Context: an optimization exercise on an open-source flow, tuned for small area, a short achievable clock period and few clock cycles per item. The choices shown serve that exercise and are no tape-out recipe. Function was checked by simulation only, so behaviour that the tests miss may differ from the original. Power figures rest on the tool's default switching activity, not on a simulated workload.

`flow/config.mk`:
```
export PLATFORM = sky130hd
export DESIGN_NAME = vmicro16_core
export DESIGN_NICKNAME = vmicro16_core
export VERILOG_FILES = /design/flow/design.v
export SDC_FILE = /design/flow/constraint.sdc
export NUM_CORES = 4
export LEC_CHECK = 0
export CAP_MARGIN = 20
export CORE_MARGIN = 2
export CORE_UTILIZATION = 40
export SETUP_SLACK_MARGIN = 5
export SLEW_MARGIN = 20
```
`flow/constraint.sdc`:
```
create_clock -name core_clock -period 10.0 [get_ports {clk}]
set_input_delay 2.0000 -clock core_clock [delete_from_list [all_inputs] [get_ports {clk}]]
set_output_delay 2.0000 -clock core_clock [all_outputs]
set_load 0.01 [all_outputs]
```
`flow/design.v`:
```
module vmicro16_core # (
    parameter DATA_WIDTH = 16,
    parameter CORE_ID    = 0
) (
    input         clk,
    input         reset,
    output [7:0]  dbug,
    output        halt,
    input  [7:0]   ints,
    input  [127:0] ints_data,
    output [7:0]   ints_ack,
    output reg [22:0] w_PADDR,
    output reg        w_PWRITE,
    output reg        w_PSELx,
    output reg        w_PENABLE,
    output reg [15:0] w_PWDATA,
    input      [15:0] w_PRDATA,
    input             w_PREADY,
    output [22:0] w2_PADDR,
    output        w2_PWRITE,
    output        w2_PSELx,
    output        w2_PENABLE,
    output [15:0] w2_PWDATA,
    input  [15:0] w2_PRDATA,
    input         w2_PREADY
);
    reg  [15:0] regs [0:7];
    reg  [3:0]  flags;               
    reg  [15:0] tim0 [0:63];         
    reg  [15:0] intv [0:7];          
    reg  [7:0]  intm;                
    reg         freq;                
    reg  [11:0] faddr;               
    reg  [11:0] npc;                 
    reg         fdrop;               
    reg  [15:0] ir, sb;              
    reg         iv, sv;
    reg  [15:0] ex;                  
    reg         ev;
    reg  [15:0] opA, opB;            
    reg         pl;                  
    reg  [2:0]  pl_rd;               
    reg         mph;                 
    reg  [15:0] ms, mc;              
    reg  [7:0]  mhs, mhc;
    reg  [5:0]  prevb;               
    assign w2_PADDR   = {11'd0, faddr};
    assign w2_PSELx   = freq;
    assign w2_PENABLE = freq;
    assign w2_PWRITE  = 1'b0;
    assign w2_PWDATA  = 16'd0;
    assign ints_ack   = 8'd0;
    function cond_ok(input [3:0] f, input [7:0] c);
        reg n, z, v;
        begin
            n = f[3]; z = f[2]; v = f[0];
            case (c)
                8'd0:    cond_ok = 1'b1;
                8'd1:    cond_ok = z;
                8'd2:    cond_ok = ~z;
                8'd3:    cond_ok = ~z & (n == v);
                8'd4:    cond_ok = (z == n);
                8'd5:    cond_ok = (z != n);
                8'd6:    cond_ok = z | (n != v);
                default: cond_ok = 1'b0;
            endcase
        end
    endfunction
    wire [4:0] op   = ex[15:11];
    wire [2:0] rd   = ex[10:8];
    wire [4:0] s5   = ex[4:0];
    wire [7:0] imm8 = ex[7:0];
    wire op_spcl  = (op == 5'b00000);
    wire op_lw    = (op == 5'b00001);
    wire op_sw    = (op == 5'b00010);
    wire op_bit   = (op == 5'b00011);
    wire op_mov   = (op == 5'b00100);
    wire op_movi  = (op == 5'b00101);
    wire op_aru   = (op == 5'b00110);
    wire op_ars   = (op == 5'b00111);
    wire op_br    = (op == 5'b01000);
    wire op_cmp   = (op == 5'b01001);
    wire op_setc  = (op == 5'b01010);
    wire op_mult  = (op == 5'b01011);
    wire op_lwex  = (op == 5'b01101);
    wire op_swex  = (op == 5'b01110);
    wire is_halt  = op_spcl & ex[0];
    wire is_mem   = op_lw | op_sw | op_lwex | op_swex;
    wire is_st    = op_sw | op_swex;
    wire is_ld    = op_lw | op_lwex | op_swex;       
    wire has_we   = op_lw | op_lwex | op_swex | op_mov | op_movi | op_aru |
                    op_ars | op_setc | op_bit | op_mult;
    wire [15:0] A = opA;
    wire [15:0] B = opB;
    wire        ar_sub  = (op_aru & (s5 == 5'b10000)) |
                          (op_ars & (s5 == 5'b10000 || !s5[4]));
    wire        ar_imm  = !s5[4];
    wire [15:0] ar_i    = ar_imm ? {12'd0, s5[3:0]} : 16'd0;
    wire [15:0] ar_sum  = ar_sub ? (A - B - ar_i) : (A + B + ar_i);
    wire        ar_ok   = (s5 == 5'b11111) | (s5 == 5'b10000) | !s5[4];
    wire [16:0] cmp_t   = {1'b0, A} - {1'b0, B};
    wire [3:0]  cmp_f   = {cmp_t[15], (cmp_t[15:0] == 16'd0), 1'b0,
                           cmp_t[16] ^ cmp_t[15]};
    reg  [15:0] bit_res;
    always @(*)
        case (s5)
            5'd0:    bit_res = A | B;
            5'd1:    bit_res = A ^ B;
            5'd2:    bit_res = A & B;
            5'd3:    bit_res = ~B;
            5'd4:    bit_res = A << B;
            5'd5:    bit_res = A >> B;
            default: bit_res = 16'd0;
        endcase
    wire [15:0] pp0 = B[0] ? A << 0 : 16'd0;
    wire [15:0] pp1 = B[1] ? A << 1 : 16'd0;
    wire [15:0] pp2 = B[2] ? A << 2 : 16'd0;
    wire [15:0] pp3 = B[3] ? A << 3 : 16'd0;
    wire [15:0] pp4 = B[4] ? A << 4 : 16'd0;
    wire [15:0] pp5 = B[5] ? A << 5 : 16'd0;
    wire [15:0] pp6 = B[6] ? A << 6 : 16'd0;
    wire [15:0] pp7 = B[7] ? A << 7 : 16'd0;
    wire [7:0]  pp8 = B[8] ? A[7:0] << 0 : 8'd0;
    wire [7:0]  pp9 = B[9] ? A[7:0] << 1 : 8'd0;
    wire [7:0]  pp10 = B[10] ? A[7:0] << 2 : 8'd0;
    wire [7:0]  pp11 = B[11] ? A[7:0] << 3 : 8'd0;
    wire [7:0]  pp12 = B[12] ? A[7:0] << 4 : 8'd0;
    wire [7:0]  pp13 = B[13] ? A[7:0] << 5 : 8'd0;
    wire [7:0]  pp14 = B[14] ? A[7:0] << 6 : 8'd0;
    wire [7:0]  pp15 = B[15] ? A[7:0] << 7 : 8'd0;
    wire [15:0] cl0s = pp0 ^ pp1 ^ pp2;
    wire [15:0] cl0c = ((pp0 & pp1) | (pp0 & pp2) | (pp1 & pp2)) << 1;
    wire [15:0] cl1s = pp3 ^ pp4 ^ pp5;
    wire [15:0] cl1c = ((pp3 & pp4) | (pp3 & pp5) | (pp4 & pp5)) << 1;
    wire [15:0] cl2s = cl0s ^ cl0c ^ cl1s;
    wire [15:0] cl2c = ((cl0s & cl0c) | (cl0s & cl1s) | (cl0c & cl1s)) << 1;
    wire [15:0] cl3s = cl1c ^ pp6 ^ pp7;
    wire [15:0] cl3c = ((cl1c & pp6) | (cl1c & pp7) | (pp6 & pp7)) << 1;
    wire [15:0] cl4s = cl2s ^ cl2c ^ cl3s;
    wire [15:0] cl4c = ((cl2s & cl2c) | (cl2s & cl3s) | (cl2c & cl3s)) << 1;
    wire [15:0] cl5s = cl4s ^ cl4c ^ cl3c;
    wire [15:0] cl5c = ((cl4s & cl4c) | (cl4s & cl3c) | (cl4c & cl3c)) << 1;
    wire [7:0] ch0s = pp8 ^ pp9 ^ pp10;
    wire [7:0] ch0c = ((pp8 & pp9) | (pp8 & pp10) | (pp9 & pp10)) << 1;
    wire [7:0] ch1s = pp11 ^ pp12 ^ pp13;
    wire [7:0] ch1c = ((pp11 & pp12) | (pp11 & pp13) | (pp12 & pp13)) << 1;
    wire [7:0] ch2s = ch0s ^ ch0c ^ ch1s;
    wire [7:0] ch2c = ((ch0s & ch0c) | (ch0s & ch1s) | (ch0c & ch1s)) << 1;
    wire [7:0] ch3s = ch1c ^ pp14 ^ pp15;
    wire [7:0] ch3c = ((ch1c & pp14) | (ch1c & pp15) | (pp14 & pp15)) << 1;
    wire [7:0] ch4s = ch2s ^ ch2c ^ ch3s;
    wire [7:0] ch4c = ((ch2s & ch2c) | (ch2s & ch3s) | (ch2c & ch3s)) << 1;
    wire [7:0] ch5s = ch4s ^ ch4c ^ ch3c;
    wire [7:0] ch5c = ((ch4s & ch4c) | (ch4s & ch3c) | (ch4c & ch3c)) << 1;
    always @(posedge clk) begin
        ms  <= cl5s;
        mc  <= cl5c;
        mhs <= ch5s;
        mhc <= ch5c;
    end
    wire [15:0] m2a = {mhs, 8'd0};
    wire [15:0] m2b = {mhc, 8'd0};
    wire [15:0] m3s = ms ^ mc ^ m2a;
    wire [15:0] m3c = ((ms & mc) | (ms & m2a) | (mc & m2a)) << 1;
    wire [15:0] m4s = m3s ^ m3c ^ m2b;
    wire [15:0] m4c = ((m3s & m3c) | (m3s & m2b) | (m3c & m2b)) << 1;
    wire [15:0] mul_res = m4s + m4c;
    reg  [15:0] alu_res;
    always @(*) begin
        alu_res = 16'd0;
        if (op_bit)                    alu_res = bit_res;
        if (op_mov)                    alu_res = B;
        if (op_movi)                   alu_res = {8'd0, imm8};
        if ((op_aru | op_ars) & ar_ok) alu_res = ar_sum;
        if (op_setc)                   alu_res = {15'd0, cond_ok(flags, B[7:0])};
        if (op_mult)                   alu_res = mul_res;
    end
    wire [15:0] addr    = B + {{11{s5[4]}}, s5};
    wire        tim0_en = ~addr[12] & ~addr[9] & ~addr[7];
    wire        sreg_en = addr[7] & ~addr[5] & ~addr[4];
    wire        intv_en = addr[8] & ~addr[3];
    wire        intm_en = addr[8] & addr[3];
    wire        apb_en  = ~(tim0_en | sreg_en | intv_en | intm_en);
    reg  [15:0] sr_val;
    always @(*)
        case (addr[2:0])
            3'd0:    sr_val = CORE_ID;
            3'd1:    sr_val = 16'd32;
            3'd2:    sr_val = 16'd4096;
            3'd3:    sr_val = 16'd9;
            default: sr_val = 16'd0;
        endcase
    wire [5:0]  rd_a6  = op_swex ? prevb + {s5[4], s5} : addr[5:0];
    wire [15:0] loc_rd = tim0_en ? tim0[rd_a6] :
                         sreg_en ? sr_val :
                         intv_en ? intv[addr[2:0]] :
                                   {8'd0, intm};
    wire busy     = w_PSELx;
    wire bus_done = w_PSELx & w_PENABLE & w_PREADY;
    wire pl_done  = pl & bus_done;
    wire hz       = pl & ((rd == pl_rd) |
                          ((ex[7:5] == pl_rd) & ~op_movi & ~op_br));
    wire stall     = is_halt | (op_mult & ~mph) | hz |
                     (is_mem & busy & ~bus_done) | (pl_done & has_we);
    wire e_go      = ev & ~stall;
    wire issue_bus = e_go & is_mem & apb_en;
    wire redirect  = e_go & op_br & cond_ok(flags, imm8);
    assign halt = ev & is_halt & ~busy;
    assign dbug = {7'd0, halt};
    wire [15:0] e_wdata = is_ld ? loc_rd : alu_res;
    wire        wp_en   = (e_go & has_we) | pl_done;
    wire [2:0]  wp_idx  = pl_done ? pl_rd : rd;
    wire [15:0] wp_data = pl_done ? w_PRDATA : e_wdata;
    wire        loc_we  = e_go & is_st;
    integer i;
    always @(posedge clk)
        if (reset) begin
            for (i = 0; i < 8; i = i + 1)
                regs[i] <= 16'd0;
            flags <= 4'd0;
            prevb <= 6'd0;
        end else begin
            if (wp_en)
                regs[wp_idx] <= wp_data;
            if (e_go & op_cmp)
                flags <= cmp_f;
            if (e_go)
                prevb <= (op_movi | op_br) ? imm8[5:0] :
                         ((op_aru | op_ars) & ar_imm) ? B[5:0] + s5[3:0] :
                         B[5:0];
        end
    always @(posedge clk) begin
        if (loc_we & tim0_en)
            tim0[addr[5:0]] <= A;
        if (loc_we & intv_en)
            intv[addr[2:0]] <= A;
        if (loc_we & intm_en)
            intm <= A[7:0];
    end
    always @(posedge clk)
        if (reset) begin
            w_PSELx   <= 1'b0;
            w_PENABLE <= 1'b0;
            pl        <= 1'b0;
            mph       <= 1'b0;
        end else begin
            mph <= ev & op_mult & ~e_go & ~hz;
            if (issue_bus) begin
                w_PSELx   <= 1'b1;
                w_PENABLE <= 1'b0;
            end else if (bus_done) begin
                w_PSELx   <= 1'b0;
                w_PENABLE <= 1'b0;
            end else if (w_PSELx)
                w_PENABLE <= 1'b1;
            if (issue_bus & is_ld)
                pl <= 1'b1;
            else if (bus_done)
                pl <= 1'b0;
        end
    always @(posedge clk)
        if (issue_bus & is_ld)
            pl_rd <= rd;
    always @(posedge clk)
        if (issue_bus) begin
            w_PADDR  <= {op_lwex, op_swex, 5'd0, addr};
            w_PWRITE <= is_st;
            w_PWDATA <= A;
        end
    wire [2:0]  d_rd = ir[10:8];
    wire [2:0]  d_ra = ir[7:5];
    wire [15:0] d_A  = (wp_en && wp_idx == d_rd) ? wp_data : regs[d_rd];
    wire [15:0] d_B  = (wp_en && wp_idx == d_ra) ? wp_data : regs[d_ra];
    wire        e_free = ~ev | e_go;
    wire        d_go   = iv & e_free & ~redirect;
    always @(posedge clk)
        if (reset)
            ev <= 1'b0;
        else if (e_free)
            ev <= d_go;
    always @(posedge clk) begin
        if (d_go)
            ex <= ir;
        if (d_go)
            opA <= d_A;
        else if (pl_done & (rd == pl_rd))
            opA <= w_PRDATA;
        if (d_go)
            opB <= d_B;
        else if (pl_done & (ex[7:5] == pl_rd))
            opB <= w_PRDATA;
    end
    wire        fin     = freq & w2_PREADY;
    wire        fgood   = fin & ~fdrop & ~redirect;
    wire        ir_free = ~iv | d_go;
    reg         iv_n, sv_n;
    always @(*) begin
        if (redirect) begin
            iv_n = 1'b0; sv_n = 1'b0;
        end else if (ir_free) begin
            iv_n = sv | fgood;
            sv_n = sv & fgood;
        end else begin
            iv_n = iv;
            sv_n = sv | fgood;
        end
    end
    wire        still  = freq & ~w2_PREADY;
    wire        issue  = ~still & ~(iv_n & sv_n);
    wire [11:0] npc_e  = redirect ? A[11:0] : npc;
    wire [11:0] npc_inc = (npc == 12'hfff) ? npc : npc + 12'd1;
    wire [11:0] tgt_inc = (A[11:0] == 12'hfff) ? A[11:0] : A[11:0] + 12'd1;
    always @(posedge clk)
        if (reset) begin
            iv    <= 1'b0;
            sv    <= 1'b0;
            freq  <= 1'b1;
            faddr <= 12'd0;
            npc   <= 12'd1;
            fdrop <= 1'b0;
        end else begin
            iv <= iv_n;
            sv <= sv_n;
            freq <= still | issue;
            if (issue)
                faddr <= npc_e;
            if (issue)
                npc <= redirect ? tgt_inc : npc_inc;
            else if (redirect)
                npc <= A[11:0];
            if (redirect & still)
                fdrop <= 1'b1;
            else if (fin)
                fdrop <= 1'b0;
        end
    always @(posedge clk) begin
        if (ir_free) begin
            if (sv)
                ir <= sb;
            else
                ir <= w2_PRDATA;
        end
        if (fin & (ir_free ? sv : ~sv))
            sb <= w2_PRDATA;
    end
endmodule
```
`flow/run.sh`:
```
#!/bin/bash
# synth_recipe.tcl (not shown) runs the flow's synth.tcl, then flattens the netlist and writes it again
# the make line also repeats each setting of config.mk as NAME=value (left out here)
make -C /OpenROAD-flow-scripts/flow DESIGN_CONFIG=/design/flow/config.mk WORK_HOME=/design/flow/orfs CLKGATE_MAP_FILE= SYNTH_SCRIPT=/design/flow/synth_recipe.tcl finish
```
==> flow_summary.yaml, run 1 <==
critical_path:
  crit_start: "opB[13]"
  r2r_slack_ps: 5000
  critPathKind: "reg2reg"
  cp_slowest_cell: "or4_1"
  end_kind: "flop"
  cp.required_ps: 10650
  timing.rr.start: "opB[13]"
  cp_cell_sequence: "nor4_1 -> nand3_1 -> or4_1 -> a221oi_1 -> a211oi_1 -> o21ai_1 -> nand4_1 -> o211ai_1 -> buf_4 -> a21oi_4 -> buf_12 -> nor2_1"
  cp_num_buf_inv: 2
  crit_arrival_ps: 5650
  critPathLaunchType: "flop"
  reg2regPathDepth: 12
  cp_top_family: "simple AND/OR/NAND/NOR gates"
  cp_max_fo: 15
  crit_end: "regs[3][1]"
  cpPeakStageDelay_ps: 730
  rr_endpoint: "regs[3][1]"
  crit_cells: 12
timing:
  max_freq_mhz: 199.9
  finalCriticalPeriod_ps: 5002
  whs_ps: 423.6
  rsz0062_at_grt: "yes"
  hold_violations: 0
  relSlewSlack_pct: 26.84
  worst_slew_pin_slew_ps: 1097
  layout_setup_ws_ps: 4998
  finalSetupTns_ps: 0
  fin_skew_ps: 60.26
  finalCritPeriodShare_pct: 50.02
  finalSetupViolCount: 0
  slew_viol_final: 0
grt:
  antenna_found_initial: 7
  track_usage_pct: 25.58
  grt_max_degree: 80
  grt_first_pass_wirelength_um: 341000
  grt_pass1_vias: 47080
  grt_remaining_overflow: 0
status:
  outcome: "no timing/DRC/antenna violations"
synth:
  syn_area_mm2: 0.07206
  synth_top_cells_by_area: "edfxtp_1 59%, mux4_2 5.6%, nand2_1 2.7%, fa_1 2.7%, ha_1 2.6%"
  avgSynthCellArea_um2: 13.26
  synthArstFlopShare_pct: 0
  ys_seq_area_share_pct: 60.98
  syn_inst: 5435
  synthTopCellsByCount: "1,406 x edfxtp_1, 526 x nand2_1, 462 x nor2_1"
  synth_top_area_share_pct: 58.59
  yosysMostFrequentCell: "edfxtp_1"
  ys_ff_latch: 1492
  synth_cell_type_count: 109
  synth_edf_count: 1406
  synth_top_area_cell: "edfxtp_1"
  ys_warn_count: 1
  ys.flop_type: "edfxtp_1"
cts:
  cts_root_buffer: "clkbuf_16"
  cts_buffer_depth: 3
  ctsHtreeMaxLevel: 4
  clock_sinks: 1492
  worstSkewPairLatency_ps: 860
  clk_pin_slew_ps: 60
  numCtsBuffers: 155
  cts_tree: "built"
pwr:
  peakVddDrop_mv: 0.2462
  p_int_w: 0.01194
  seqPwrFrac_pct: 39.6
  p_clk_share_pct: 31.8
  p_sw_w: 0.006073
  p_comb_share_pct: 28.6
  netSwitchingFraction_pct: 33.71
  powerDensity_mw_per_mm2: 217.5
  p_leak_nw: 28.50
  total_power_w: 0.01802
cells_and_area:
  fill_cells: 15700
  area_delta_synth_final_pct: 14.94
  nets: 6030
  drive_above_1_share_pct: 16.00
floorplan:
  rows: 155
  die_area_mm2: 0.1836
  start_util_pct: 40.30
  core_mm2: 0.1788
  die_height_um: 428.4
  ios: 273
  dieWidth_um: 428.4
hold_path:
  hold_class: "reg2reg"
detailed_routing:
  wl_per_cell_um: 29.99
  vias: 50260
  drt_first_pass_iters: 8
  drt-initial-drc-count: 7375
  drt.antenna.violating_nets: 0
  drc_errors: 0
  via_per_inst: 6.209
  routed_wl_um: 242800
placement:
  portBuffers: 88
  dp_slack_ps: 3049
  hpwlAfterDp_um: 147600
  gp_congestion: 0.9568
run:
  maxCapViolCount: 0
==> worst min-delay path by stage <==
stage / slack (ps) / to / startpoint / depth (start not counted)
floorplan: 400 / ex[0] / ir[0] / 0
global placement: 410 / ex[14] / ir[14] / 0
detailed placement: 400 / ex[3] / ir[3] / 0
CTS: 420 / ex[14] / ir[14] / 0
global route: 430 / ex[1] / ir[1] / 0
finish: 420 / ex[14] / ir[14] / 0
==> area by class of cell <==
cell class	instances	area (µm²)	share of cell area, %
Clock buffer	195	4070	4.914
Multi-Input combinational cell	3437	26770	32.32
Inverter	174	686.9	0.8293
Clock inverter	87	943.4	1.139
Tap cell	2355	2947	3.557
Timing Repair Buffer	353	3462	4.180
Antenna cell	1	2.502	0.003021
Timing Repair inverter	1	5.005	0.006042
Sequential cell	1492	43940	53.05
==> power groups by stage <==
stage / logic [W] / registers (W) / clock network [W]
final: 0.00515 / 0.00713 / 0.00574
after global routing: 0.00542 / 0.00714 / 0.00604
after CTS: 0.00494 / 0.00713 / 0.00579
after detailed placement: 0.00462 / 0.00727 / 0
after global placement: 0.00458 / 0.00726 / 0
after floorplan: 0.00282 / 0.00731 / 0
==> logic make-up after synthesis <==
logic type      synth area share [%]
simple gates                   10.59
other cells                 0.005204
compound gates                 10.55
mux                            7.699
buf+inv                        3.603
xor+xnor                       1.339
flops                          60.98
fa+ha+maj                      5.237
==> through the flow <==
stage	utilization, %	cells	area [µm²]
2_1_floorplan	-	5482	72260
3_3_place_gp	42.49	7742	75980
3_5_place_dp	42.50	7743	75990
4_1_cts	46.04	8076	82330
5_1_grt	46.32	8095	82830
6_report	46.32	8095	82830
==> repair_timing <==
item,4_1_cts,5_1_grt
hold buffers,0,0
pin swaps,22,9
setup endpoints to repair,466,589
resized for setup,149,70
buffers inserted,35,13
cloned,16,5
endpoints found under the hold margin,0,0
==> worst register-to-register path, cell delays in order (launching register included) <==
cell and delay [ps]:
edfxtp_1 610, nor4_1 610, nand3_1 590, or4_1 740
a221oi_1 310, a211oi_1 170, o21ai_1 640, nand4_1 410
o211ai_1 230, buf_4 220, a21oi_4 50, buf_12 160
nor2_1 100
==> cells in the final DEF (no fill, tap or decap), types with 41 or more instances in the layout <==
cell	instances
a31oi_1	60
mux4_2	178
conb_1	48
a21oi_1	171
inv_1	156
clkbuf_16	157
buf_4	215
fa_1	95
nor3_1	81
a311oi_1	41
nor2_1	434
o211ai_1	41
dfxtp_1	84
nand2_1	502
clkdlybuf4s50_1	87
a211oi_1	180
mux2i_1	111
ha_1	148
edfxtp_1	1406
xnor2_1	74
nand3_1	118
and3_1	174
o21ai_0	140
==> flip-flops by register name, summed over array words and instances, names as in the netlist, 3 cells and up, named ones only <==
register	count
ex	16
pl_rd	3
w_PADDR	18
intm	8
opB	16
mhc	3
sb	16
regs	128
mhs	8
ms	16
opA	16
faddr	12
flags	3
mc	11
ir	16
w_PWDATA	16
intv	128
npc	12
tim0	1024
prevb	6
==> layer usage <==
metal	GRT usage [%]	up-vias	wire (µm)
met1	35.20	25490	97150
li1	-	21170	-
met5	0	-	0
met2	38.65	3075	107500
met4	12.06	0	12200
met3	5.558	532	25970
Testbench counts, summed over its fixed seeds: cycles 6,322, items 5,575.
==> inputs of run 2 (changes only) <==
--- a/flow/config.mk
+++ b/flow/config.mk
@@ -9,3 +9,3 @@
 export CORE_MARGIN = 2
-export CORE_UTILIZATION = 40
+export CORE_UTILIZATION = 60
 export SETUP_SLACK_MARGIN = 5
==> run 2 against run 1 <==
Effect of this change: die area fell by 33%; still clean; maximum frequency decreased by 3.3%; largest cell class unchanged; highest routed layer unchanged; count of clock-buffer cells in the layout is 1 lower; largest power group unchanged.
==> flow_summary.yaml, run 2 <==
timing:
  finalSetupViolCount: 0
  slew_viol_final: 0
  fin_skew_ps: 28.32
  finalCritPeriodShare_pct: 51.75
  max_freq_mhz: 193.2
  finalCriticalPeriod_ps: 5175
  finalSetupTns_ps: 0
  rsz0062_at_grt: "yes"
  relSlewSlack_pct: 22.94
  hold_violations: 0
  worst_slew_pin_slew_ps: 1156
  layout_setup_ws_ps: 4825
pwr:
  p_leak_nw: 28.56
  peakVddDrop_mv: 0.3486
  powerDensity_mw_per_mm2: 219.5
critical_path:
  cp_max_fo: 17
  crit_arrival_ps: 5610
  end_kind: "flop"
  r2r_slack_ps: 4980
  timing.rr.start: "opB[8]"
  crit_end: "regs[1][9]"
  critPathKind: "in2reg"
  critPathLaunchType: "input pin"
  cp.required_ps: 10440
  rr_endpoint: "regs[0][1]"
  crit_start: "w_PREADY"
  reg2regPathDepth: 12
grt:
  met1_usage_pct: 54.44
  use_met3_pct: 8.785
  grt_max_degree: 82
  top_usage_layer: "met1"
  grt_remaining_overflow: 0
  use_met2_pct: 54.32
  grt_first_pass_wirelength_um: 328200
  track_usage_pct: 37.56
  antenna_found_initial: 3
  grt_pass1_vias: 46460
floorplan:
  start_util_pct: 60.31
  die_height_um: 350.6
  core_mm2: 0.1195
  rows: 127
  dieWidth_um: 350.6
  ios: 273
  die_area_mm2: 0.1229
placement:
  dp_slack_ps: 3616
  portBuffers: 88
  gp_congestion: 1.012
  hpwlAfterDp_um: 142700
detailed_routing:
  drt.antenna.violating_nets: 0
  drc_errors: 0
  drt-initial-drc-count: 7457
  vias: 50060
  via_per_inst: 6.827
  routed_wl_um: 233000
  wl_per_cell_um: 31.78
  drt_first_pass_iters: 7
cells_and_area:
  final_cell_mix: "1,406 x edfxtp_1, 509 x nand2_1, 430 x nor2_1, 203 x buf_4, 180 x a211oi_1"
  drive_above_1_share_pct: 16.08
  multi_input_area_mm2: 0.02681
  largest_reg_flops: 1024
  area_delta_synth_final_pct: 13.74
  final_common_cell: "edfxtp_1"
  nets: 6016
  n_antenna_cell: 0
  fill_cells: 8565
  regArea_mm2: 0.04394
synth:
  ys_seq_area_share_pct: 60.98
  synth_edf_count: 1406
  avgSynthCellArea_um2: 13.26
  synthArstFlopShare_pct: 0
  synthTopCellsByCount: "1,406 x edfxtp_1, 526 x nand2_1, 462 x nor2_1"
  syn_inst: 5435
  syn_area_mm2: 0.07206
  ys_ff_latch: 1492
  ys_warn_count: 1
  synth_top_area_cell: "edfxtp_1"
  yosysMostFrequentCell: "edfxtp_1"
  synth_cell_type_count: 109
  synth_top_cells_by_area: "edfxtp_1 59%, mux4_2 5.6%, nand2_1 2.7%, fa_1 2.7%, ha_1 2.6%"
  ys.flop_type: "edfxtp_1"
  synth_top_area_share_pct: 58.59
cts:
  numCtsBuffers: 152
  worstSkewPairLatency_ps: 810
  hold_buffers: 0
  cts_buffer_depth: 3
  clock_sinks: 1492
  cts_root_buffer: "clkbuf_16"
  ctsHtreeMaxLevel: 4
  clk_pin_slew_ps: 60
  cts_tree: "built"
run:
  maxCapViolCount: 0
status:
  outcome: "no timing/DRC/antenna violations"
hold_path:
  hold_class: "reg2reg"
==> run 2: cell counts after synthesis <==
Identical to the previous run, type by type.
==> run 2: area by class of cell <==
cell class / count / area share (%)
Tap cell: 1612 / 2.461
Timing Repair Buffer: 351 / 4.302
Inverter: 174 / 0.8381
Multi-Input combinational cell: 3429 / 32.71
Sequential cell: 1492 / 53.62
Clock inverter: 80 / 1.046
Clock buffer: 194 / 5.025
==> run 2: cell families after synthesis <==
| kind of cell | share of synthesized area (%) |
|---|---|
| flops | 60.98 |
| other cells | 0.005204 |
| fa+ha+maj | 5.237 |
| mux | 7.699 |
| buf+inv | 3.603 |
| xor+xnor | 1.339 |
| simple gates | 10.59 |
| compound gates | 10.55 |
==> run 2: how the worst min path moves through the flow <==
| stage | to | depth (start not counted) | startpoint |
|---|---|---|---|
| final | ex[4] | 0 | ir[4] |
| after global routing | ex[1] | 0 | ir[1] |
| after CTS | ex[1] | 0 | ir[1] |
| after detailed placement | ex[13] | 0 | ir[13] |
| after global placement | ex[13] | 0 | ir[13] |
| after floorplan | ex[0] | 0 | ir[0] |
==> run 2: report_power, final <==
| group | internal (W) | switching [W] | total (W) | leakage (nW) |
|---|---|---|---|---|
| Sequential | 0.00704 | 0.0000886 | 0.00713 | 13.6 |
| Combinational | 0.00175 | 0.00341 | 0.00516 | 12.5 |
| Clock | 0.00327 | 0.00243 | 0.00570 | 2.44 |
==> run 2: repair_timing <==
item                                    in CTS  in global routing
endpoints found under the setup margin     981                534
setup buffers                               30                 21
pin swaps                                   20                 10
gates resized for setup                    170                 67
cloned                                      11                  5
==> run 2: worst max-delay path, cell delays in order <==
cell and delay (ps):
clkdlybuf4s50_1 490, a21boi_0 190, nand4_1 170, o211ai_1 130, a211oi_1 340, a31oi_1 340
nor3_1 480, nand3_1 820, nand2b_4 660
==> run 2: per-stage QoR <==
stage	hold WS (ps)	instance area (µm²)	total power [W]	utilization (%)	instances
after floorplan	400.3	72260	0.01013	-	5482
after global placement	405.4	74950	0.01175	62.72	6990
after detailed placement	405.6	74970	0.01181	62.74	6990
after CTS	423.5	81380	0.01778	68.11	7305
after global routing	428.0	81960	0.01853	68.59	7332
final	422.7	81960	0.01799	68.59	7332
==> run 2: routing by layer <==
| metal | part of all wire [%] | wire [µm] |
|---|---|---|
| met4 | 4.9 | 11460 |
| met3 | 12 | 28290 |
| met2 | 44 | 101700 |
| met5 | 0 | 0 |
| met1 | 39 | 91600 |
==> inputs of run 3 (changes only) <==
--- a/flow/design.v
+++ b/flow/design.v
@@ -33,3 +33,4 @@
     reg  [11:0] faddr;               
-    reg  [11:0] npc;                 
+    reg  [11:0] rtgt;                
+    reg         rpend;
     reg         fdrop;               
@@ -38,2 +39,5 @@
     reg  [15:0] ex;                  
+    reg  [21:0] ec;                  
+    reg         ex_res;              
+    reg         dres;                
     reg         ev;
@@ -42,2 +46,4 @@
     reg  [2:0]  pl_rd;               
+    reg         ld_rdy;              
+    reg  [15:0] ld_data;
     reg         mph;                 
@@ -68,2 +74,33 @@
     endfunction
+    function [21:0] decode(input [15:0] in);
+        reg [4:0] o, f;
+        reg lw, sw, bt, mv, mvi, aru, ars, br, cmp, setc, mult, lwex, swex;
+        begin
+            o = in[15:11]; f = in[4:0];
+            lw   = (o == 5'b00001);
+            sw   = (o == 5'b00010);
+            bt   = (o == 5'b00011);
+            mv   = (o == 5'b00100);
+            mvi  = (o == 5'b00101);
+            aru  = (o == 5'b00110);
+            ars  = (o == 5'b00111);
+            br   = (o == 5'b01000);
+            cmp  = (o == 5'b01001);
+            setc = (o == 5'b01010);
+            mult = (o == 5'b01011);
+            lwex = (o == 5'b01101);
+            swex = (o == 5'b01110);
+            decode = {
+                (aru | ars) & ~f[4],                             
+                (aru | ars) & ((f == 5'b11111) | (f == 5'b10000) | ~f[4]),  
+                (aru & (f == 5'b10000)) | (ars & ((f == 5'b10000) | ~f[4])),  
+                ~(mvi | br),                                     
+                lw | lwex | swex | mv | mvi | aru | ars | setc | bt | mult,  
+                lw | lwex | swex,                                
+                sw | swex,                                       
+                lw | sw | lwex | swex,                           
+                (o == 5'b00000) & in[0],                         
+                swex, lwex, mult, setc, cmp, br, ars, aru, mvi, mv, bt, sw, lw};
+        end
+    endfunction
     wire [4:0] op   = ex[15:11];
@@ -72,30 +109,28 @@
     wire [7:0] imm8 = ex[7:0];
-    wire op_spcl  = (op == 5'b00000);
-    wire op_lw    = (op == 5'b00001);
-    wire op_sw    = (op == 5'b00010);
-    wire op_bit   = (op == 5'b00011);
-    wire op_mov   = (op == 5'b00100);
-    wire op_movi  = (op == 5'b00101);
-    wire op_aru   = (op == 5'b00110);
-    wire op_ars   = (op == 5'b00111);
-    wire op_br    = (op == 5'b01000);
-    wire op_cmp   = (op == 5'b01001);
-    wire op_setc  = (op == 5'b01010);
-    wire op_mult  = (op == 5'b01011);
-    wire op_lwex  = (op == 5'b01101);
-    wire op_swex  = (op == 5'b01110);
-    wire is_halt  = op_spcl & ex[0];
-    wire is_mem   = op_lw | op_sw | op_lwex | op_swex;
-    wire is_st    = op_sw | op_swex;
-    wire is_ld    = op_lw | op_lwex | op_swex;       
-    wire has_we   = op_lw | op_lwex | op_swex | op_mov | op_movi | op_aru |
-                    op_ars | op_setc | op_bit | op_mult;
+    wire op_lw    = ec[0];
+    wire op_sw    = ec[1];
+    wire op_bit   = ec[2];
+    wire op_mov   = ec[3];
+    wire op_movi  = ec[4];
+    wire op_aru   = ec[5];
+    wire op_ars   = ec[6];
+    wire op_br    = ec[7];
+    wire op_cmp   = ec[8];
+    wire op_setc  = ec[9];
+    wire op_mult  = ec[10];
+    wire op_lwex  = ec[11];
+    wire op_swex  = ec[12];
+    wire is_halt  = ec[13];
+    wire is_mem   = ec[14];
+    wire is_st    = ec[15];
+    wire is_ld    = ec[16];              
+    wire has_we   = ec[17];
+    wire uses_ra  = ec[18];
+    wire ar_sub   = ec[19];
+    wire ar_res   = ec[20];              
+    wire ar_imm   = ec[21];              
     wire [15:0] A = opA;
     wire [15:0] B = opB;
-    wire        ar_sub  = (op_aru & (s5 == 5'b10000)) |
-                          (op_ars & (s5 == 5'b10000 || !s5[4]));
-    wire        ar_imm  = !s5[4];
     wire [15:0] ar_i    = ar_imm ? {12'd0, s5[3:0]} : 16'd0;
     wire [15:0] ar_sum  = ar_sub ? (A - B - ar_i) : (A + B + ar_i);
-    wire        ar_ok   = (s5 == 5'b11111) | (s5 == 5'b10000) | !s5[4];
     wire [16:0] cmp_t   = {1'b0, A} - {1'b0, B};
@@ -173,3 +208,3 @@
         if (op_movi)                   alu_res = {8'd0, imm8};
-        if ((op_aru | op_ars) & ar_ok) alu_res = ar_sum;
+        if (ar_res)                    alu_res = ar_sum;
         if (op_setc)                   alu_res = {15'd0, cond_ok(flags, B[7:0])};
@@ -199,10 +234,10 @@
     wire bus_done = w_PSELx & w_PENABLE & w_PREADY;
-    wire pl_done  = pl & bus_done;
+    wire pl_done  = ld_rdy;              
     wire hz       = pl & ((rd == pl_rd) |
-                          ((ex[7:5] == pl_rd) & ~op_movi & ~op_br));
+                          ((ex[7:5] == pl_rd) & uses_ra));
     wire stall     = is_halt | (op_mult & ~mph) | hz |
-                     (is_mem & busy & ~bus_done) | (pl_done & has_we);
+                     (is_mem & busy) | (pl_done & has_we);
     wire e_go      = ev & ~stall;
     wire issue_bus = e_go & is_mem & apb_en;
-    wire redirect  = e_go & op_br & cond_ok(flags, imm8);
+    wire redirect  = e_go & op_br & ~ex_res & cond_ok(flags, imm8);
     assign halt = ev & is_halt & ~busy;
@@ -212,3 +247,3 @@
     wire [2:0]  wp_idx  = pl_done ? pl_rd : rd;
-    wire [15:0] wp_data = pl_done ? w_PRDATA : e_wdata;
+    wire [15:0] wp_data = pl_done ? ld_data : e_wdata;
     wire        loc_we  = e_go & is_st;
@@ -228,3 +263,3 @@
                 prevb <= (op_movi | op_br) ? imm8[5:0] :
-                         ((op_aru | op_ars) & ar_imm) ? B[5:0] + s5[3:0] :
+                         ar_imm ? B[5:0] + s5[3:0] :
                          B[5:0];
@@ -244,2 +279,3 @@
             pl        <= 1'b0;
+            ld_rdy    <= 1'b0;
             mph       <= 1'b0;
@@ -257,6 +293,10 @@
                 pl <= 1'b1;
-            else if (bus_done)
+            else if (ld_rdy)
                 pl <= 1'b0;
+            ld_rdy <= pl & bus_done;
         end
     always @(posedge clk)
+        if (bus_done)
+            ld_data <= w_PRDATA;
+    always @(posedge clk)
         if (issue_bus & is_ld)
@@ -275,2 +315,9 @@
     wire        d_go   = iv & e_free & ~redirect;
+    wire        d_br     = iv & (ir[15:11] == 5'b01000);
+    wire        e_wr_rd  = ev & has_we & (rd == d_rd);
+    wire        d_tgt_ok = ~(ev & op_cmp) & ~(pl & (pl_rd == d_rd)) &
+                           (~e_wr_rd | op_movi);
+    wire [11:0] d_tgt    = e_wr_rd ? {4'd0, imm8} : regs[d_rd][11:0];
+    wire        d_res    = d_br & d_tgt_ok & ~dres & ~redirect;
+    wire        d_redir  = d_res & cond_ok(flags, ir[7:0]);
     always @(posedge clk)
@@ -284,5 +331,9 @@
         if (d_go)
+            ec <= decode(ir);
+        if (d_go)
+            ex_res <= dres | d_res;
+        if (d_go)
             opA <= d_A;
         else if (pl_done & (rd == pl_rd))
-            opA <= w_PRDATA;
+            opA <= ld_data;
         if (d_go)
@@ -290,6 +341,6 @@
         else if (pl_done & (ex[7:5] == pl_rd))
-            opB <= w_PRDATA;
+            opB <= ld_data;
     end
     wire        fin     = freq & w2_PREADY;
-    wire        fgood   = fin & ~fdrop & ~redirect;
+    wire        fgood   = fin & ~fdrop & ~redirect & ~d_redir;
     wire        ir_free = ~iv | d_go;
@@ -299,2 +350,4 @@
             iv_n = 1'b0; sv_n = 1'b0;
+        end else if (d_redir) begin
+            iv_n = ~d_go; sv_n = 1'b0;
         end else if (ir_free) begin
@@ -309,5 +362,6 @@
     wire        issue  = ~still & ~(iv_n & sv_n);
-    wire [11:0] npc_e  = redirect ? A[11:0] : npc;
-    wire [11:0] npc_inc = (npc == 12'hfff) ? npc : npc + 12'd1;
-    wire [11:0] tgt_inc = (A[11:0] == 12'hfff) ? A[11:0] : A[11:0] + 12'd1;
+    wire        redir  = redirect | d_redir;
+    wire [11:0] tgt    = redirect ? A[11:0] : d_tgt;
+    wire [11:0] seq    = (faddr == 12'hfff) ? faddr : faddr + 12'd1;
+    wire [11:0] npc_e  = redir ? tgt : rpend ? rtgt : seq;
     always @(posedge clk)
@@ -318,4 +372,5 @@
             faddr <= 12'd0;
-            npc   <= 12'd1;
+            rpend <= 1'b0;
             fdrop <= 1'b0;
+            dres  <= 1'b0;
         end else begin
@@ -326,7 +381,7 @@
                 faddr <= npc_e;
-            if (issue)
-                npc <= redirect ? tgt_inc : npc_inc;
-            else if (redirect)
-                npc <= A[11:0];
-            if (redirect & still)
+            if (redir)
+                rtgt <= tgt;
+            rpend <= ~issue & (redir | rpend);
+            dres <= ~redirect & ~ir_free & (dres | d_res);
+            if (redir & still)
                 fdrop <= 1'b1;
--- a/flow/config.mk
+++ b/flow/config.mk
@@ -9,3 +9,3 @@
 export CORE_MARGIN = 2
-export CORE_UTILIZATION = 60
+export CORE_UTILIZATION = 40
 export SETUP_SLACK_MARGIN = 5
==> run 3 against run 2 <==
Effect of this change: combinational power is 39% lower; largest power group unchanged; final cell count grew 4.2%; synthesized area increased by 0.51%; still clean; critical path type is now reg2reg; highest routed layer unchanged.
==> flow_summary.yaml, run 3 <==
cells_and_area:
  regArea_mm2: 0.04503
  drive_above_1_share_pct: 18.16
  stdcell_area_mm2: 0.08267
  fill_cells: 15760
  final_cell_mix: "1,448 x edfxtp_1, 466 x nor2_1, 357 x nand2_1, 317 x mux4_2, 193 x buf_4"
  final_common_cell: "edfxtp_1"
  nets: 5553
  utilization_pct: 45.84
  largest_reg_flops: 1024
  multi_input_area_mm2: 0.02601
  area_delta_synth_final_pct: 14.15
hold_path:
  hold_class: "reg2reg"
  hold_path_depth: 0
timing:
  relSlewSlack_pct: 24.21
  finalCritPeriodShare_pct: 50.70
  max_freq_mhz: 197.3
  finalCriticalPeriod_ps: 5070
  fin_skew_ps: 31.66
  finalSetupViolCount: 0
  finalSetupTns_ps: 0
  hold_violations: 0
  layout_setup_ws_ps: 4930
  worst_slew_pin_slew_ps: 1137
  slew_viol_final: 0
  rsz0062_at_grt: "yes"
synth:
  synthTopCellsByCount: "1,448 x edfxtp_1, 484 x nor2_1, 359 x nand2_1"
  synth_top_area_share_pct: 60.04
  ys_warn_count: 1
  synth_edf_count: 1448
  ys_ff_latch: 1525
  ys_seq_area_share_pct: 62.16
  synthArstFlopShare_pct: 0
  avgSynthCellArea_um2: 14.69
  syn_area_mm2: 0.07243
  synth_top_cells_by_area: "edfxtp_1 60%, mux4_2 9.9%, fa_1 2.7%, ha_1 2.5%, mux2i_1 2.5%"
  synth_top_area_cell: "edfxtp_1"
  synth_cell_type_count: 91
  ys.flop_type: "edfxtp_1"
  yosysMostFrequentCell: "edfxtp_1"
  syn_inst: 4929
grt:
  track_usage_pct: 23.54
  grt_pass1_vias: 44490
  grt_max_degree: 87
  grt_first_pass_wirelength_um: 316800
  antenna_found_initial: 3
  grt_remaining_overflow: 0
detailed_routing:
  vias: 45830
  wl_per_cell_um: 28.95
  drt.antenna.violating_nets: 0
  via_per_inst: 5.999
  drt-initial-drc-count: 5954
  drt_first_pass_iters: 6
  routed_wl_um: 221200
  drc_errors: 0
placement:
  gp_congestion: 0.9657
  hpwlAfterDp_um: 138700
  dpl_cell_area_mm2: 0.07652
  portBuffers: 88
  dp_slack_ps: 3880
cts:
  cts_root_buffer: "clkbuf_16"
  cts_buffer_depth: 3
  clk_pin_slew_ps: 60
  worstSkewPairLatency_ps: 830
  cts_tree: "built"
  clock_sinks: 1525
  ctsHtreeMaxLevel: 4
  hold_buffers: 0
  numCtsBuffers: 157
pwr:
  p_leak_nw: 28.26
  powerDensity_mw_per_mm2: 195.1
  peakVddDrop_mv: 0.2079
critical_path:
  crit_end: "opA[8]"
  cp_max_fo: 32
  end_kind: "flop"
  cp_cell_sequence: "buf_6 -> ha_1 -> fa_2 -> mux2_4 -> mux4_2 -> nand2_1 -> and3_1 -> o21ai_0 -> or4b_1 -> a21o_1 -> o21ai_0"
  r2r_slack_ps: 4930
  reg2regPathDepth: 11
  critPathKind: "reg2reg"
  cp.required_ps: 10640
  timing.rr.start: "ex[0]"
  cp_common_cell: "o21ai_0"
  crit_arrival_ps: 5710
  cpPeakStageDelay_ps: 750
  rr_endpoint: "opA[8]"
  cp_slowest_cell: "fa_2"
  critPathLaunchType: "flop"
  crit_start: "ex[0]"
floorplan:
  die_area_mm2: 0.1845
  dieWidth_um: 429.5
  core_mm2: 0.1804
  rows: 156
  die_height_um: 429.5
  start_util_pct: 40.16
  ios: 273
status:
  outcome: "no timing/DRC/antenna violations"
run:
  maxCapViolCount: 0
## run 3: cell type report
type                       instances  area share, %
antenna                            1       0.003027
clock buffer                     192          4.985
clock inverter                    98          1.134
inverter                         174         0.8112
multi-input combinational       2964          31.46
sequential                      1525          54.46
tap                             2370          3.587
timing repair buffer             315          3.549
timing repair inverter             1       0.006054
## run 3: how the worst min path moves through the flow
stage / startpoint / end / slack (ps)
global route: ec[11] / w_PADDR[22] / 460
global placement: prevb[4] / prevb[4] / 450
detailed placement: prevb[0] / prevb[0] / 460
floorplan: ec[11] / w_PADDR[22] / 400
CTS: prevb[0] / prevb[0] / 460
finish: ec[11] / w_PADDR[22] / 450
## run 3: where the power goes
part	switching, W	internal (W)	leakage (nW)	total (W)
sequential	0.0000736	0.00709	13.9	0.00716
clock	0.00256	0.00325	2.48	0.00581
combinational	0.00203	0.00113	11.9	0.00315
total	0.00466	0.0115	28.3	0.0161
## run 3: logic make-up (layout without fill, tap and decap cells)
group | after synthesis | count (layout) | share of synthesized area, %
XOR/XNOR | 117 | 117 | 1.415
AO/OA/AOI/OAI | 751 | 751 | 7.233
flip-flops | 1525 | 1525 | 62.16
other | 1 | 49 | 0.005178
AND/OR/NAND/NOR | 1248 | 1248 | 7.691
buffers and inverters | 490 | 780 | 3.056
multiplexers | 552 | 555 | 13.21
adder cells (fa/ha/maj) | 245 | 245 | 5.221
## run 3: routing by layer
metal / GRT usage, % / part of all wire (%) / wire, µm / up-vias
met5: 0 / 0 / 0 / -
met4: 8.624 / 3.9 / 8601 / 0
met3: 3.996 / 9.0 / 19990 / 396
met2: 36.07 / 45 / 100500 / 2392
met1: 33.74 / 42 / 92150 / 23610
li1: - / - / - / 19440
## run 3: what timing repair did
action / CTS / global route
buffers inserted: 19 / 15
resized for setup: 70 / 53
pin swaps: 7 / 7
cloned: 5 / 2
hold endpoints to repair: 0 / 0
setup endpoints to repair: 221 / 349
## run 3: through the flow
step                instances  hold slack [ps]  total power [W]
global placement         7307            449.5          0.01018
detailed placement       7307            456.7          0.01020
global route             7639            460.6          0.01663
floorplan                4976            400.3         0.009095
CTS                      7621            464.5          0.01607
finish                   7640            454.7          0.01613
## run 3: worst max-delay path: cells and delay by family, from the launching register on
family | cells | cell delay [ps]
AOI/OAI and AO/OA | 3 | 1220
muxes | 2 | 1010
DFF | 1 | 380
adders and majority gates | 2 | 1010
and+or+nand+nor | 3 | 1020
buffers and inverters | 1 | 200
Testbench counts of run 3, summed over its fixed seeds: cycles 6,292, items 5,575.
==> inputs of run 4 (changes only) <==
==> flow/flow/run.sh (new file) <==
#!/bin/bash
# The standard layout, with the timing repair aiming further below the clock
# period than config.mk's settings allow.
set -euo pipefail
bash standard.sh SETUP_SLACK_MARGIN=7 finish > standard.log 2>&1
==> flow/standard.sh (new file) <==
#!/bin/bash
# synth_recipe.tcl (not shown) runs the flow's synth.tcl, then flattens the netlist and writes it again
# the make line also repeats each setting of config.mk as NAME=value (left out here)
make -C /OpenROAD-flow-scripts/flow DESIGN_CONFIG=/design/flow/config.mk WORK_HOME=/design/flow/orfs CLKGATE_MAP_FILE= SYNTH_SCRIPT=/design/flow/synth_recipe.tcl "${@:-finish}"
removed: flow/run.sh
==> run 4 against run 3 <==
Effect of this change: total power grew 6.2%; design area grew 15%; critical path depth grew 4; sequential share of layout area shrank 6.8 points; hold slack gained 17 ps; clock power is essentially flat; count of clock-buffer cells in the layout grew 1.
==> flow_summary.yaml, run 4 <==
synth:
  ys_ff_latch: 1525
  synth_top_cells_by_area: "edfxtp_1 60%, mux4_2 9.9%, fa_1 2.7%, ha_1 2.5%, mux2i_1 2.5%"
  synth_top_area_cell: "edfxtp_1"
  syn_inst: 4929
  synthTopCellsByCount: "1,448 x edfxtp_1, 484 x nor2_1, 359 x nand2_1"
  syn_area_mm2: 0.07243
  avgSynthCellArea_um2: 14.69
  synthArstFlopShare_pct: 0
  synth_edf_count: 1448
  ys_warn_count: 1
  yosysMostFrequentCell: "edfxtp_1"
  ys_seq_area_share_pct: 62.16
  synth_top_area_share_pct: 60.04
  synth_cell_type_count: 91
  ys.flop_type: "edfxtp_1"
detailed_routing:
  routed_wl_um: 262000
  wl_per_cell_um: 32.18
  vias: 50370
  via_per_inst: 6.187
  drt_first_pass_iters: 8
  drt-initial-drc-count: 7505
  drt.antenna.violating_nets: 0
  drc_errors: 0
timing:
  fin_skew_ps: 62.95
  rsz0062_at_grt: "yes"
  relSlewSlack_pct: 18.42
  finalCritPeriodShare_pct: 46.53
  hold_violations: 0
  finalSetupViolCount: 0
  finalSetupTns_ps: 0
  slew_viol_final: 0
  max_freq_mhz: 214.9
  worst_slew_pin_slew_ps: 1193
  finalCriticalPeriod_ps: 4653
cts:
  worstSkewPairLatency_ps: 850
  ctsHtreeMaxLevel: 4
  hold_buffers: 0
  cts_root_buffer: "clkbuf_16"
  cts_tree: "built"
  numCtsBuffers: 158
  clk_pin_slew_ps: 70
  cts_buffer_depth: 3
  clock_sinks: 1525
pwr:
  powerDensity_mw_per_mm2: 180.9
  peakVddDrop_mv: 0.1981
  p_leak_nw: 32.75
grt:
  grt_first_pass_wirelength_um: 358900
  grt_max_degree: 86
  grt_pass1_vias: 47880
  track_usage_pct: 27.19
  grt_remaining_overflow: 0
  antenna_found_initial: 13
critical_path:
  cp.required_ps: 10550
  crit_arrival_ps: 5210
  critPathKind: "reg2reg"
  end_kind: "flop"
  cp_max_fo: 8
  critPathLaunchType: "flop"
cells_and_area:
  stdcell_area_mm2: 0.09466
  area_delta_synth_final_pct: 30.70
  final_cell_mix: "1,448 x edfxtp_1, 327 x nor2_1, 322 x nand2_1, 317 x mux4_2, 282 x buf_4"
  regArea_mm2: 0.04508
  fill_cells: 14300
  drive_above_1_share_pct: 34.47
  nets: 6057
  final_common_cell: "edfxtp_1"
  largest_reg_flops: 1024
  multi_input_area_mm2: 0.02972
floorplan:
  die_area_mm2: 0.1845
  dieWidth_um: 429.5
  rows: 156
  core_mm2: 0.1804
  start_util_pct: 40.16
  die_height_um: 429.5
  ios: 273
status:
  outcome: "no timing/DRC/antenna violations"
run:
  maxCapViolCount: 0
hold_path:
  hold_class: "reg2reg"
placement:
  dpl_cell_area_mm2: 0.07721
  gp_congestion: 0.9692
  hpwlAfterDp_um: 140100
  portBuffers: 88
==> run 4: cell counts after synthesis <==
No cell type changed its count.
==> run 4: critical path, stage by stage (launching register included) <==
cell	delay, ps
edfxtp_1	440
buf_12	180
ha_4	170
fa_2	350
a211o_1	300
and3_4	210
o311ai_4	300
buf_12	160
buf_12	130
buf_16	140
mux2_4	300
o211ai_1	810
o22ai_4	280
o31ai_4	360
buf_12	190
nor2_1	40
==> run 4: final timing paths <==
| path | from | endpoint | depth (start not counted) | slack, ps |
|---|---|---|---|---|
| setup / recovery | ex[0] | regs[2][6] | 15 | 5350 |
| hold / removal | prevb[3] | prevb[3] | 2 | 470 |
| hold reg to reg | prevb[3] | prevb[3] | 2 | 470 |
| setup reg to reg | ex[0] | regs[2][6] | 15 | 5350 |
==> run 4: cells by family (layout without fill, tap and decap cells) <==
logic type,count (synthesis),count (layout),share of synthesized area [%]
compound gates,751,752,7.233
buf+inv,490,1277,3.056
other cells,1,49,0.005178
fa+ha+maj,245,245,5.221
xor+xnor,117,117,1.415
flops,1525,1525,62.16
simple gates,1248,1251,7.691
mux,552,556,13.21
==> run 4: metal layers <==
metal / part of all wire, % / global-route usage (%)
met3: 11 / 6.106
met2: 45 / 41.34
met5: 0.017 / 0
met1: 38 / 36.74
met4: 5.9 / 13.72
==> run 4: final cells by class <==
class,count,share of cell area [%]
Multi-Input combinational cell,2969,31.40
Clock buffer,193,4.415
Timing Repair Buffer,813,11.67
Sequential cell,1525,47.62
Antenna cell,1,0.002643
Clock inverter,96,0.9490
Inverter,174,0.8115
Tap cell,2370,3.133
Timing Repair inverter,1,0.009252
==> run 4: through the flow <==
step                      cells  util [%]  setup slack, ps  hold WS [ps]  power [W]
after floorplan            4976         -             5767         400.3   0.009192
after global placement     7229     42.81             3810         467.8    0.01028
after detailed placement   7229     42.81             3784         471.2    0.01029
after CTS                  8001     50.94             5503         481.0    0.01683
after global routing       8142     52.49             5332         516.5    0.01758
final                      8142     52.49             5347         471.5    0.01712
==> run 4: where the power goes <==
part	internal [W]	leakage [nW]	switching, W
sequential	0.00709	13.9	0.0000729
combinational	0.00164	16.4	0.00247
clock	0.00321	2.46	0.00263
total	0.0119	32.7	0.00518
==> run 4: timing repair <==
item / 4_1_cts / 5_1_grt
cloned: 68 / 22
setup buffers: 415 / 118
pin swaps: 210 / 176
endpoints found under the setup margin: 1713 / 1681
resized for setup: 965 / 297
==> inputs of run 5 (changes only) <==
--- a/flow/design.v
+++ b/flow/design.v
@@ -44,2 +44,5 @@
     reg  [15:0] opA, opB;            
+    reg  [15:0] mA, mB;              
+    reg  [15:0] lA, lB;              
+    reg  [15:0] sD;                  
     reg         pl;                  
@@ -52,2 +55,7 @@
     reg  [5:0]  prevb;               
+    reg  [15:0] eaddr;               
+    reg         e_sub;               
+    reg  [15:0] e_y;                 
+    reg  [4:0]  e_reg;               
+    reg  [5:0]  e_rda6;              
     assign w2_PADDR   = {11'd0, faddr};
@@ -133,4 +141,3 @@
     wire [15:0] B = opB;
-    wire [15:0] ar_i    = ar_imm ? {12'd0, s5[3:0]} : 16'd0;
-    wire [15:0] ar_sum  = ar_sub ? (A - B - ar_i) : (A + B + ar_i);
+    wire [15:0] ar_sum  = A + (B ^ {16{e_sub}}) + e_y;
     wire [16:0] cmp_t   = {1'b0, A} - {1'b0, B};
@@ -141,26 +148,26 @@
         case (s5)
-            5'd0:    bit_res = A | B;
-            5'd1:    bit_res = A ^ B;
-            5'd2:    bit_res = A & B;
-            5'd3:    bit_res = ~B;
-            5'd4:    bit_res = A << B;
-            5'd5:    bit_res = A >> B;
+            5'd0:    bit_res = lA | lB;
+            5'd1:    bit_res = lA ^ lB;
+            5'd2:    bit_res = lA & lB;
+            5'd3:    bit_res = ~lB;
+            5'd4:    bit_res = lA << lB;
+            5'd5:    bit_res = lA >> lB;
             default: bit_res = 16'd0;
         endcase
-    wire [15:0] pp0 = B[0] ? A << 0 : 16'd0;
-    wire [15:0] pp1 = B[1] ? A << 1 : 16'd0;
-    wire [15:0] pp2 = B[2] ? A << 2 : 16'd0;
-    wire [15:0] pp3 = B[3] ? A << 3 : 16'd0;
-    wire [15:0] pp4 = B[4] ? A << 4 : 16'd0;
-    wire [15:0] pp5 = B[5] ? A << 5 : 16'd0;
-    wire [15:0] pp6 = B[6] ? A << 6 : 16'd0;
-    wire [15:0] pp7 = B[7] ? A << 7 : 16'd0;
-    wire [7:0]  pp8 = B[8] ? A[7:0] << 0 : 8'd0;
-    wire [7:0]  pp9 = B[9] ? A[7:0] << 1 : 8'd0;
-    wire [7:0]  pp10 = B[10] ? A[7:0] << 2 : 8'd0;
-    wire [7:0]  pp11 = B[11] ? A[7:0] << 3 : 8'd0;
-    wire [7:0]  pp12 = B[12] ? A[7:0] << 4 : 8'd0;
-    wire [7:0]  pp13 = B[13] ? A[7:0] << 5 : 8'd0;
-    wire [7:0]  pp14 = B[14] ? A[7:0] << 6 : 8'd0;
-    wire [7:0]  pp15 = B[15] ? A[7:0] << 7 : 8'd0;
+    wire [15:0] pp0 = mB[0] ? mA << 0 : 16'd0;
+    wire [15:0] pp1 = mB[1] ? mA << 1 : 16'd0;
+    wire [15:0] pp2 = mB[2] ? mA << 2 : 16'd0;
+    wire [15:0] pp3 = mB[3] ? mA << 3 : 16'd0;
+    wire [15:0] pp4 = mB[4] ? mA << 4 : 16'd0;
+    wire [15:0] pp5 = mB[5] ? mA << 5 : 16'd0;
+    wire [15:0] pp6 = mB[6] ? mA << 6 : 16'd0;
+    wire [15:0] pp7 = mB[7] ? mA << 7 : 16'd0;
+    wire [7:0]  pp8 = mB[8] ? mA[7:0] << 0 : 8'd0;
+    wire [7:0]  pp9 = mB[9] ? mA[7:0] << 1 : 8'd0;
+    wire [7:0]  pp10 = mB[10] ? mA[7:0] << 2 : 8'd0;
+    wire [7:0]  pp11 = mB[11] ? mA[7:0] << 3 : 8'd0;
+    wire [7:0]  pp12 = mB[12] ? mA[7:0] << 4 : 8'd0;
+    wire [7:0]  pp13 = mB[13] ? mA[7:0] << 5 : 8'd0;
+    wire [7:0]  pp14 = mB[14] ? mA[7:0] << 6 : 8'd0;
+    wire [7:0]  pp15 = mB[15] ? mA[7:0] << 7 : 8'd0;
     wire [15:0] cl0s = pp0 ^ pp1 ^ pp2;
@@ -212,8 +219,8 @@
     end
-    wire [15:0] addr    = B + {{11{s5[4]}}, s5};
-    wire        tim0_en = ~addr[12] & ~addr[9] & ~addr[7];
-    wire        sreg_en = addr[7] & ~addr[5] & ~addr[4];
-    wire        intv_en = addr[8] & ~addr[3];
-    wire        intm_en = addr[8] & addr[3];
-    wire        apb_en  = ~(tim0_en | sreg_en | intv_en | intm_en);
+    wire [15:0] addr    = eaddr;
+    wire        tim0_en = e_reg[0];
+    wire        sreg_en = e_reg[1];
+    wire        intv_en = e_reg[2];
+    wire        intm_en = e_reg[3];
+    wire        apb_en  = e_reg[4];
     reg  [15:0] sr_val;
@@ -227,4 +234,3 @@
         endcase
-    wire [5:0]  rd_a6  = op_swex ? prevb + {s5[4], s5} : addr[5:0];
-    wire [15:0] loc_rd = tim0_en ? tim0[rd_a6] :
+    wire [15:0] loc_rd = tim0_en ? tim0[e_rda6] :
                          sreg_en ? sr_val :
@@ -249,5 +255,8 @@
     wire        loc_we  = e_go & is_st;
+    reg reset_q;
+    always @(posedge clk)
+        reset_q <= reset;
     integer i;
     always @(posedge clk)
-        if (reset) begin
+        if (reset_q) begin
             for (i = 0; i < 8; i = i + 1)
@@ -262,5 +271,3 @@
             if (e_go)
-                prevb <= (op_movi | op_br) ? imm8[5:0] :
-                         ar_imm ? B[5:0] + s5[3:0] :
-                         B[5:0];
+                prevb <= e_prevb;
         end
@@ -268,7 +275,7 @@
         if (loc_we & tim0_en)
-            tim0[addr[5:0]] <= A;
+            tim0[addr[5:0]] <= sD;
         if (loc_we & intv_en)
-            intv[addr[2:0]] <= A;
+            intv[addr[2:0]] <= sD;
         if (loc_we & intm_en)
-            intm <= A[7:0];
+            intm <= sD[7:0];
     end
@@ -307,3 +314,3 @@
             w_PWRITE <= is_st;
-            w_PWDATA <= A;
+            w_PWDATA <= sD;
         end
@@ -314,3 +321,22 @@
     wire        e_free = ~ev | e_go;
-    wire        d_go   = iv & e_free & ~redirect;
+    wire [5:0]  e_prevb  = (op_movi | op_br) ? imm8[5:0] :
+                           ar_imm ? B[5:0] + s5[3:0] : B[5:0];
+    wire [21:0] d_dec    = decode(ir);
+    wire [15:0] d_i      = d_dec[21] ? {12'd0, ir[3:0]} : 16'd0;
+    wire [15:0] d_y      = d_dec[19] ? 16'd1 - d_i : d_i;
+    wire        e_wr_ra  = ev & has_we & (rd == d_ra);
+    wire        d_ld_ra  = pl & (pl_rd == d_ra);
+    wire        d_mstall = d_dec[14] & ((e_wr_ra & ~op_movi) | (d_ld_ra & ~ld_rdy));
+    wire [15:0] d_base   = e_wr_ra ? {8'd0, imm8} :
+                           d_ld_ra ? ld_data : regs[d_ra];
+    wire [15:0] d_addr   = d_base + {{11{ir[4]}}, ir[4:0]};
+    wire        d_tim0   = ~d_addr[12] & ~d_addr[9] & ~d_addr[7];
+    wire        d_sreg   = d_addr[7] & ~d_addr[5] & ~d_addr[4];
+    wire        d_intv   = d_addr[8] & ~d_addr[3];
+    wire        d_intm   = d_addr[8] & d_addr[3];
+    wire        d_apb    = ~(d_tim0 | d_sreg | d_intv | d_intm);
+    wire [5:0]  d_prevb  = ev ? e_prevb : prevb;
+    wire [5:0]  d_rda6   = d_dec[12] ? d_prevb + {ir[4], ir[4:0]} : d_addr[5:0];
+    wire        d_mult = (ir[15:11] == 5'b01011);
+    wire        d_go   = iv & e_free & ~redirect & ~d_mstall;
     wire        d_br     = iv & (ir[15:11] == 5'b01000);
@@ -331,3 +357,10 @@
         if (d_go)
-            ec <= decode(ir);
+            ec <= d_dec;
+        if (d_go) begin
+            e_sub  <= d_dec[19];
+            e_y    <= d_y;
+            eaddr  <= d_addr;
+            e_reg  <= {d_apb, d_intm, d_intv, d_sreg, d_tim0};
+            e_rda6 <= d_rda6;
+        end
         if (d_go)
@@ -338,2 +371,24 @@
             opA <= ld_data;
+        if (d_go & d_mult) begin
+            mA <= d_A;
+            mB <= d_B;
+        end else if (pl_done & op_mult) begin
+            if (rd == pl_rd)
+                mA <= ld_data;
+            if (ex[7:5] == pl_rd)
+                mB <= ld_data;
+        end
+        if (d_go & d_dec[2]) begin
+            lA <= d_A;
+            lB <= d_B;
+        end else if (pl_done & op_bit) begin
+            if (rd == pl_rd)
+                lA <= ld_data;
+            if (ex[7:5] == pl_rd)
+                lB <= ld_data;
+        end
+        if (d_go & d_dec[15])
+            sD <= d_A;
+        else if (pl_done & is_st & (rd == pl_rd))
+            sD <= ld_data;
         if (d_go)
==> run 5 against run 4 <==
Effect of this change: sequential cell count is 122 higher; die area is 6.6% higher; final cell count fell by 0.36%; global-route usage is 2.7 points lower; count of clock-buffer cells in the layout rose by 14; combinational power fell by 28%; total power fell by 2.1%; critical path type unchanged; critical endpoint is now mB[14]; highest routed layer unchanged.
==> flow_summary.yaml, run 5 <==
synth:
  synthSimpleGateAreaFrac_pct: 6.562
  yosys.area_share.adder_pct: 4.743
  synth_top_family_by_area: "multiplexers"
  syn_inst: 4903
  ys.flop_type: "edfxtp_1"
  synth_cell_type_count: 102
  synthMuxAreaShare_pct: 15.31
  synth_top_area_share_pct: 60.64
  yosysMostFrequentCell: "edfxtp_1"
  synth_edf_count: 1560
  ys_ff_latch: 1647
  avgSynthCellArea_um2: 15.75
  synth-compound-area-share_pct: 5.721
  ys_warn_count: 1
  synth_xor_xnor_area_share_pct: 1.453
  ys_seq_area_share_pct: 62.90
  synth_top_area_cell: "edfxtp_1"
  synth_top_cells_by_area: "edfxtp_1 61%, mux4_2 12%, fa_1 2.7%, dfxtp_1 2.3%, ha_1 2.0%"
  synthTopCellsByCount: "1,560 x edfxtp_1, 418 x mux4_2, 334 x nor2_1"
  syn_area_mm2: 0.07725
  synthArstFlopShare_pct: 0
timing:
  relSlewSlack_pct: 13.67
  slew_viol_final: 0
  max_freq_mhz: 240.6
  finalSetupTns_ps: 0
  fin_skew_ps: 64.19
  layout_setup_ws_ps: 5844
  hold_violations: 0
  worst_slew_pin_slew_ps: 1285
  finalSetupViolCount: 0
  finalCritPeriodShare_pct: 41.56
detailed_routing:
  vias: 48810
  drc_errors: 0
  drt-initial-drc-count: 6185
  wl_per_cell_um: 30.52
  routed_wl_um: 247600
  drt.antenna.violating_nets: 0
  drt_first_pass_iters: 8
  via_per_inst: 6.017
cts:
  cts_buffer_depth: 3
  cts_tree: "built"
  worstSkewPairLatency_ps: 820
  clk_pin_slew_ps: 70
  ctsHtreeMaxLevel: 4
  clock_sinks: 1647
  cts_root_buffer: "clkbuf_16"
  numCtsBuffers: 167
placement:
  hpwlAfterDp_um: 147600
  dp_cells: 7374
  dp_slack_ps: 4418
  gp_congestion: 0.9744
  portBuffers: 88
floorplan:
  die_area_mm2: 0.1966
  rows: 161
  ios: 273
  core_mm2: 0.1922
  dieWidth_um: 443.5
  die_height_um: 443.5
  start_util_pct: 40.20
cells_and_area:
  nets: 5846
  final_common_cell: "edfxtp_1"
  fill_cells: 15770
  area_delta_synth_final_pct: 24.32
  stdcell_count: 8113
  largest_reg_flops: 1024
  regArea_mm2: 0.04866
  drive_above_1_share_pct: 35.28
  multi_input_area_mm2: 0.03053
  final_cell_mix: "1,560 x edfxtp_1, 418 x mux4_2, 335 x buf_4, 254 x nand2_1, 214 x inv_1"
pwr:
  p_sw_w: 0.004458
  p_comb_share_pct: 17.6
  p_clk_share_pct: 36.8
  peakVddDrop_mv: 0.1644
  powerDensity_mw_per_mm2: 174.6
  netSwitchingFraction_pct: 26.60
  p_leak_nw: 33.07
  seqPwrFrac_pct: 45.5
hold_path:
  hold_start: "ec[12]"
  hold_class: "reg2reg"
  hold_path_depth: 0
critical_path:
  cp_slowest_cell: "fa_1"
  critPathKind: "reg2reg"
  r2r_slack_ps: 5840
  crit_arrival_ps: 4790
  rr_endpoint: "mB[14]"
  critPathLaunchType: "flop"
  crit_start: "ec[19]"
  cp.required_ps: 10640
  cp_common_cell: "buf_6"
  reg2regPathDepth: 16
  cp_max_fo: 6
  cpPeakStageDelay_ps: 510
  end_kind: "flop"
  crit_end: "mB[14]"
  timing.rr.start: "ec[19]"
grt:
  grt_pass1_vias: 46860
  grt_max_degree: 75
  grt_first_pass_wirelength_um: 346700
  grt_remaining_overflow: 0
  track_usage_pct: 24.48
run:
  maxCapViolCount: 0
status:
  outcome: "no timing/DRC/antenna violations"
-- run 5: cell types whose count changed after synthesis, moves of 39 or more --
cell | previous run | this run
o22ai_1 | 62 | 22
mux2i_1 | 183 | 134
mux2_2 | 50 | 91
edfxtp_1 | 1448 | 1560
mux4_2 | 317 | 418
nand2_1 | 359 | 291
nor2_1 | 484 | 334
inv_1 | 164 | 227
nand3_1 | 110 | 61
and2_1 | 20 | 115
o21ai_0 | 141 | 102
-- run 5: cell type report --
type | instances | share of cell area, %
well taps | 2526 | 3.291
repair buffers | 650 | 7.642
diodes | 3 | 0.007818
multi-input cells | 2743 | 31.79
clock inverters | 100 | 0.9381
repair inverters | 2 | 0.01824
flip-flops and latches | 1647 | 50.67
clock buffers | 207 | 4.680
inverters | 235 | 0.9616
-- run 5: how the worst min path moves through the flow --
stage                        to  slack (ps)
floorplan           w_PADDR[10]         400
global placement    w_PADDR[15]         400
detailed placement   w_PADDR[7]         410
CTS                 w_PADDR[21]         430
global route        w_PADDR[21]         430
finish              w_PADDR[21]         420
-- run 5: cells by family after synthesis --
group,count (synthesis)
buffers and inverters,564
muxes,646
xor gates and xnor gates,125
and+or+nand+nor,1058
DFF,1647
other,1
adders and majority gates,231
AOI/OAI and AO/OA,631
-- run 5: critical path: cells and delay by family, from the launching register on --
| kind | cells | cell delay (ps) |
|---|---|---|
| flip-flops | 1 | 500 |
| XOR/XNOR | 1 | 130 |
| AO/OA/AOI/OAI | 6 | 1340 |
| buffers and inverters | 5 | 680 |
| AND/OR/NAND/NOR | 2 | 580 |
| adder cells (fa/ha/maj) | 2 | 770 |
-- run 5: through the flow --
stage          instance area (µm²)  hold slack, ps  total power, W  utilization [%]
3_5_place_dp                 81490           408.2        0.009870            42.40
6_report                     96030           423.7         0.01676            49.97
3_3_place_gp                 81420           404.8        0.009858            42.37
5_1_grt                      96020           433.4         0.01720            49.97
4_1_cts                      93680           426.0         0.01659            48.74
2_1_floorplan                77900           400.3        0.009161                -
-- run 5: power by group through the flow --
stage / logic [W] / clock network [W] / registers [W]
floorplan: 0.00142 / 0 / 0.00774
global placement: 0.00205 / 0 / 0.00781
detailed placement: 0.00206 / 0 / 0.00781
CTS: 0.00272 / 0.00624 / 0.00763
global route: 0.00305 / 0.00651 / 0.00764
finish: 0.00296 / 0.00617 / 0.00763
-- run 5: repair_timing --
action | 4_1_cts | 5_1_grt
buffers inserted | 309 | 76
pin swaps | 186 | 170
gates resized for setup | 874 | 346
hold buffers | 0 | 0
endpoints found under the setup margin | 1791 | 1126
cloned | 38 | 6
-- run 5: per-layer routing --
layer / up-vias / GRT usage [%] / routed length (µm)
met5: - / 0 / 69
met4: 6 / 10.20 / 12480
met3: 606 / 4.987 / 23620
met2: 2730 / 38.45 / 114800
met1: 25380 / 33.25 / 96670
li1: 20100 / - / -
Testbench counts of run 5, summed over its fixed seeds: cycles 6,319, items 5,575.
